Context: an optimization exercise on an open-source flow, tuned for small area and a short achievable clock period. The choices shown serve that exercise and are no tape-out recipe. RTL that was checked went through simulation tests only; none was proved equivalent to the original. No driver is modelled on the clock port, so clock power and skew are understated where the tree is cut down; a real chip needs a root buffer or a tree. Power figures rest on the tool's default switching activity, not on a simulated workload.

run 1:
// BC_FIR
module BC_FIR(
    input  [12:0] in,
    input         clock_s,
    output [12:0] out
);
==> flow/config.mk <==
export PLATFORM = sky130hd
export DESIGN_NAME = BC_FIR
export DESIGN_NICKNAME = BC_FIR
export VERILOG_FILES = /design/flow/design.v
export SDC_FILE = /design/flow/constraint.sdc
export NUM_CORES = 4
export LEC_CHECK = 0
export CAP_MARGIN = 20
export CORE_MARGIN = 2
export CORE_UTILIZATION = 40
export CTS_BUF_LIST = sky130_fd_sc_hd__clkbuf_8
export CTS_CLUSTER_DIAMETER = 60
export CTS_CLUSTER_SIZE = 20
export SLEW_MARGIN = 20
export SYNTH_HIERARCHICAL = 1
export SYNTH_MINIMUM_KEEP_SIZE = 0
==> flow/constraint.sdc <==
create_clock -name core_clock -period 16.0 [get_ports {clock_s}]
set_input_delay 3.2000 -clock core_clock [delete_from_list [all_inputs] [get_ports {clock_s}]]
set_output_delay 3.2000 -clock core_clock [all_outputs]
set_load 0.01 [all_outputs]
run.sh (not shown) runs the stock make flow with config.mk's settings and CLKGATE_MAP_FILE= SYNTH_SCRIPT=/design/flow/synth_recipe.tcl, a recipe that flattens the netlist after the stock synthesis.
Run 1 has completed all stages; timing, DRC and antenna checks passed.
Relative to run 1, the following input files were edited for run 2:
Settings: clearing CTS_BUF_LIST, which used to be sky130_fd_sc_hd__clkbuf_8; clearing CTS_CLUSTER_SIZE, which used to be 20; clearing CTS_CLUSTER_DIAMETER, which used to be 60.
==> flow/flow/run.sh (new file) <==
#!/bin/bash
# Standard ORFS layout, with the port buffers made from a plain buffer cell.
set -euo pipefail
bash standard.sh "BUFFER_PORTS_ARGS=-buffer_cell sky130_fd_sc_hd__buf_2" finish > standard_flow.log 2>&1
==> flow/standard.sh (new file) <==
#!/bin/bash
# synth_recipe.tcl (not shown) runs the flow's synth.tcl, then flattens the netlist and writes it again
# the make line also repeats each setting of config.mk as NAME=value (left out here)
make -C /OpenROAD-flow-scripts/flow DESIGN_CONFIG=/design/flow/config.mk WORK_HOME=/design/flow/orfs CLKGATE_MAP_FILE= SYNTH_SCRIPT=/design/flow/synth_recipe.tcl "${@:-finish}"
removed: flow/run.sh
### Flow results
Total power of run 2 is higher than that of run 1. Of run 1 and run 2, the run reporting the higher layout overhead on the synthesized area was run 2. Run 2 ended up with a higher met3 track demand over resource in global routing than run 1 did. As of run 2, number of buffers created by CTS had risen by more than a quarter compared to run 1.
Here is what was changed in the inputs of run 3 compared with run 2.
Settings: an added CTS_BUF_LIST of sky130_fd_sc_hd__clkbuf_4.
==> flow/run.sh (new file) <==
#!/bin/bash
# synth_recipe.tcl (not shown) runs the flow's synth.tcl, then flattens the netlist and writes it again
# the make line also repeats each setting of config.mk as NAME=value (left out here)
make -C /OpenROAD-flow-scripts/flow DESIGN_CONFIG=/design/flow/config.mk WORK_HOME=/design/flow/orfs CLKGATE_MAP_FILE= SYNTH_SCRIPT=/design/flow/synth_recipe.tcl finish
removed: flow/flow/run.sh
removed: flow/standard.sh
[summary]
A critical path's slowest cell of clkdlybuf4s50_1 is what run 3 shows, while dfxtp_1 belongs to run 2.
In the reports for run 2 and run 3, the smaller post-layout worst setup margin belongs to run 3.
On first-iteration DRC count, run 2 loses to run 3.
Worst hold margin was higher in run 2 than in run 3.
Relative to run 2, power density of the placed cells decreased by 2.8% in run 3.
Taking run 2 as the reference, in run 3 count of clock-buffer cells in the layout went up by about 150%, total wire length increased by 510 µm relative to the old numbers.
Relative to run 3, the following input files were edited for run 4:
Settings: CTS_BUF_LIST no longer set, was sky130_fd_sc_hd__clkbuf_4.
- In summary, run 4 completed successfully, with a layout that passed the timing, design-rule and antenna checks.
- Taking run 3 as the reference, in run 4 post-layout total power increased by 0.00016 W relative to the old numbers; peak clock frequency supported by timing increased by 7.0 MHz relative to the old numbers; first-pass GRT wire length decreased by 2.3% relative to the old numbers; leakage power decreased by about 0.36% relative to the old numbers; area fraction of clock buffers and clock inverters increased by 1.0 points relative to the old numbers.
- Of the two values seen for launching element of the worst setup path, y[8] was produced by run 3 and d8[3] by run 4.
- A library cell contributing the largest single delay on the critical path of clkdlybuf4s50_1 is what run 3 shows, while dfxtp_1 belongs to run 4.
- Against run 3, the final cell area of run 4 is higher.
- Diff run 3 -> run 4: count of clock-net buffers in the final layout decreased by about 60% relative to the old numbers; number of buffer and inverter stages on the critical path lost 1.
Function was not checked in any run of this note: the RTL went through the layout flow alone.

the previous run:
Another version of the RTL of BC_FIR (not shown whole).
Size in the first run: ~740 cells after synthesis, ~440 flip-flops, ~27 I/O pins.
Settings: LEC_CHECK=0, CAP_MARGIN=20, CORE_MARGIN=2, CORE_UTILIZATION=65, PLACE_DENSITY=0.75, SLEW_MARGIN=20, SYNTH_HIERARCHICAL=1, SYNTH_MINIMUM_KEEP_SIZE=0; clock period 16.0 ns.
standard.sh (not shown) runs the stock make flow with config.mk's settings and CLKGATE_MAP_FILE= SYNTH_SCRIPT=/design/flow/synth_recipe.tcl, a recipe that flattens the netlist after the stock synthesis.
==> flow/flow/run.sh <==
#!/bin/bash
# Standard ORFS layout (the standard.sh) with two changes:
#  - port buffers made from sky130_fd_sc_hd__buf_2 instead of the default delay-buffer cell;
#  - the clock tree built by flow/cts_hook.tcl (PRE_CTS hook): a balanced two-level
#    buffer tree in place of TritonCTS's deeper tree.
# All tool output goes to standard_flow.log here and to the ORFS logs under orfs/logs.
set -euo pipefail
bash standard.sh "BUFFER_PORTS_ARGS=-buffer_cell sky130_fd_sc_hd__buf_2" \
  "PRE_CTS_TCL=$PWD/flow/cts_hook.tcl" \
  finish > standard_flow.log 2>&1
==> flow/flow/cts_hook.tcl <==
# PRE_CTS hook: builds a two-level clock tree by hand, then makes the flow's
# clock_tree_synthesis call a no-op.
#   clock_s -> NROOT root buffers (clkbuf_16) -> NLEAF leaf buffers (clkbuf_8)
#   -> flip-flop clock pins.
# Flip-flops are split into NLEAF balanced clusters (k-means); each leaf buffer
# sits at its cluster's centre, each root buffer at the centre of its leaves.
# Every flip-flop sees the same two buffer levels.
set ::mct_nleaf 16
set ::mct_nroot 4
set ::mct_leaf sky130_fd_sc_hd__clkbuf_16
set ::mct_root sky130_fd_sc_hd__clkbuf_16

proc mct_kmeans {pts k seed} {
  # balanced k-means (greedy capacity-limited assignment); returns {centres assignment}
  set n [llength $pts]
  set cap [expr {int(ceil(double($n) / $k * 1.15))}]
  expr {srand($seed)}
  set best_cost 1e30
  set best {}
  for {set trial 0} {$trial < 8} {incr trial} {
    # initial centres: random distinct points
    set idx {}
    while {[llength $idx] < $k} {
      set r [expr {int(rand() * $n)}]
      if {[lsearch $idx $r] < 0} { lappend idx $r }
    }
    set cent {}
    foreach i $idx { lappend cent [lindex $pts $i] }
    for {set it 0} {$it < 25} {incr it} {
      set pairs {}
      for {set i 0} {$i < $n} {incr i} {
        lassign [lindex $pts $i] x y
        for {set c 0} {$c < $k} {incr c} {
          lassign [lindex $cent $c] cx cy
          lappend pairs [list [expr {abs($x - $cx) + abs($y - $cy)}] $i $c]
        }
      }
      set pairs [lsort -real -index 0 $pairs]
      set asg [lrepeat $n -1]
      set cnt [lrepeat $k 0]
      foreach p $pairs {
        lassign $p d i c
        if {[lindex $asg $i] < 0 && [lindex $cnt $c] < $cap} {
          lset asg $i $c
          lset cnt $c [expr {[lindex $cnt $c] + 1}]
        }
      }
      set sx [lrepeat $k 0.0]; set sy [lrepeat $k 0.0]
      for {set i 0} {$i < $n} {incr i} {
        set c [lindex $asg $i]
        lassign [lindex $pts $i] x y
        lset sx $c [expr {[lindex $sx $c] + $x}]
        lset sy $c [expr {[lindex $sy $c] + $y}]
      }
      set newc {}
      for {set c 0} {$c < $k} {incr c} {
        set m [lindex $cnt $c]
        if {$m > 0} {
          lappend newc [list [expr {[lindex $sx $c] / $m}] [expr {[lindex $sy $c] / $m}]]
        } else {
          lappend newc [lindex $cent $c]
        }
      }
      set cent $newc
    }
    set cost 0.0
    for {set i 0} {$i < $n} {incr i} {
      lassign [lindex $pts $i] x y
      lassign [lindex $cent [lindex $asg $i]] cx cy
      set cost [expr {$cost + abs($x - $cx) + abs($y - $cy)}]
    }
    if {$cost < $best_cost} {
      set best_cost $cost
      set best [list $cent $asg]
    }
  }
  return $best
}

proc mct_build {} {
  set block [ord::get_db_block]
  set db [ord::get_db]
  set clk [$block findNet clock_s]
  set sinks {}
  set pts {}
  foreach it [$clk getITerms] {
    set inst [$it getInst]
    set bb [$inst getBBox]
    lappend sinks $it
    lappend pts [list [expr {([$bb xMin] + [$bb xMax]) / 2}] [expr {([$bb yMin] + [$bb yMax]) / 2}]]
  }
  puts "manual clock tree: [llength $sinks] clock sinks"
  lassign [mct_kmeans $pts $::mct_nleaf 1] lcent lasg
  lassign [mct_kmeans $lcent $::mct_nroot 2] rcent rasg
  set rootm [$db findMaster $::mct_root]
  set leafm [$db findMaster $::mct_leaf]
  set rnets {}
  for {set r 0} {$r < $::mct_nroot} {incr r} {
    set net [odb::dbNet_create $block clknet_root_$r]
    $net setSigType CLOCK
    set inst [odb::dbInst_create $block $rootm clkbuf_root_$r]
    [$inst findITerm A] connect $clk
    [$inst findITerm X] connect $net
    lassign [lindex $rcent $r] x y
    $inst setLocation [expr {int($x)}] [expr {int($y)}]
    $inst setPlacementStatus PLACED
    lappend rnets $net
  }
  set lnets {}
  for {set l 0} {$l < $::mct_nleaf} {incr l} {
    set net [odb::dbNet_create $block clknet_leaf_$l]
    $net setSigType CLOCK
    set inst [odb::dbInst_create $block $leafm clkbuf_leaf_$l]
    [$inst findITerm A] connect [lindex $rnets [lindex $rasg $l]]
    [$inst findITerm X] connect $net
    lassign [lindex $lcent $l] x y
    $inst setLocation [expr {int($x)}] [expr {int($y)}]
    $inst setPlacementStatus PLACED
    lappend lnets $net
  }
  for {set i 0} {$i < [llength $sinks]} {incr i} {
    set it [lindex $sinks $i]
    $it disconnect
    $it connect [lindex $lnets [lindex $lasg $i]]
  }
  puts "manual clock tree: $::mct_nroot root and $::mct_nleaf leaf buffers"
}

mct_build
rename clock_tree_synthesis mct_unused_clock_tree_synthesis
proc clock_tree_synthesis {args} {
  puts "clock_tree_synthesis skipped: the clock tree was built by the PRE_CTS hook"
}
Changes in the current run relative to the previous run:
-- flow/flow/run.sh --
<<< the previous run, line 6
# All tool output goes to standard_flow.log here and to the ORFS logs under orfs/logs.
set -euo pipefail
bash standard.sh "BUFFER_PORTS_ARGS=-buffer_cell sky130_fd_sc_hd__buf_2" \
  "PRE_CTS_TCL=$PWD/flow/cts_hook.tcl" \
  finish > standard_flow.log 2>&1
>>> the current run, line 6
# All tool output goes to standard_flow.log here and to the ORFS logs under orfs/logs.
set -euo pipefail
bash standard.sh "BUFFER_PORTS_ARGS=-buffer_cell sky130_fd_sc_hd__buf_1" \
  "PRE_CTS_TCL=$PWD/flow/cts_hook.tcl" \
  finish > standard_flow.log 2>&1
-- flow/flow/cts_hook.tcl --
<<< the previous run, line 1
# PRE_CTS hook: builds a two-level clock tree by hand, then makes the flow's
# clock_tree_synthesis call a no-op.
#   clock_s -> NROOT root buffers (clkbuf_16) -> NLEAF leaf buffers (clkbuf_8)
#   -> flip-flop clock pins.
>>> the current run, line 1
# PRE_CTS hook: sizes up the output port buffers, builds a two-level clock tree
# by hand, then makes the flow's clock_tree_synthesis call a no-op.
#   clock_s -> NROOT root buffers (clkbuf_16) -> NLEAF leaf buffers (clkbuf_8)
#   -> flip-flop clock pins.
<<< the previous run, line 6
# sits at its cluster's centre, each root buffer at the centre of its leaves.
# Every flip-flop sees the same two buffer levels.
set ::mct_nleaf 16
set ::mct_nroot 4
set ::mct_leaf sky130_fd_sc_hd__clkbuf_16
set ::mct_root sky130_fd_sc_hd__clkbuf_16

>>> the current run, line 6
# sits at its cluster's centre, each root buffer at the centre of its leaves.
# Every flip-flop sees the same two buffer levels.
set ::mct_nleaf 24
set ::mct_nroot 4
set ::mct_leaf sky130_fd_sc_hd__clkbuf_8
set ::mct_root sky130_fd_sc_hd__clkbuf_16

<<< the previous run, line 127
}

mct_build
rename clock_tree_synthesis mct_unused_clock_tree_synthesis
>>> the current run, line 127
}

# The port buffers were made from buf_1 (BUFFER_PORTS_ARGS); the output ports,
# which drive the external load, get buf_2. detailed_placement in cts.tcl legalizes.
proc mct_upsize_outputs {} {
  set n 0
  foreach inst [[ord::get_db_block] getInsts] {
    if {[string match output* [$inst getName]] && [[$inst getMaster] getName] eq "sky130_fd_sc_hd__buf_1"} {
      replace_cell [$inst getName] sky130_fd_sc_hd__buf_2
      incr n
    }
  }
  puts "output port buffers sized up to buf_2: $n"
}

mct_upsize_outputs
mct_build
rename clock_tree_synthesis mct_unused_clock_tree_synthesis
Results
Every run (the current run and the previous run) finished clean.
Power, the current run and the previous run, lower one = the current run.
The previous run and the current run ended up with roughly the same longest individual stage delay on the worst path.
The current run and the previous run ended up with nearly the same hold slack.
No run of this note takes its clock network from TritonCTS; it comes from the design's own scripts or RTL.

==> separate check: timing with driven ports <==
In the flow no input, the clock included, has a driving cell. The finished layouts below were timed again as built, in two steps.
Step 1 sets driving cells, clkbuf_16 on the clock port and buf_2 on the other inputs (assumed; they add their load-dependent delay and slew).
Step 2 adds t to the input delays and takes it off the output delays; t is the mean of the earliest and latest rising clock arrival at the registers after step 1. Input paths then give back, and output paths get back, about the clock's delay inside the block.
a / b / c = ideal ports / drivers / drivers and shift; a / b = the first two.
run	t, ns	setup WS [ns]	slew at the worst register clock pin (ns)
run 1	0.637	11.340 / 11.292 / 11.411	0.12 / 0.12
run 2	0.587	11.445 / 11.445 / 11.445	0.07 / 0.07
run 3	0.777	11.196 / 11.148 / 11.422	0.07 / 0.07
run 4	0.583	11.353 / 11.350 / 11.353	0.06 / 0.06
the previous run	0.404	12.036 / 11.944 / 12.222	0.11 / 0.11
the current run	0.409	12.030 / 11.932 / 12.239	0.11 / 0.11
After both steps setup and hold are still met in every run listed.
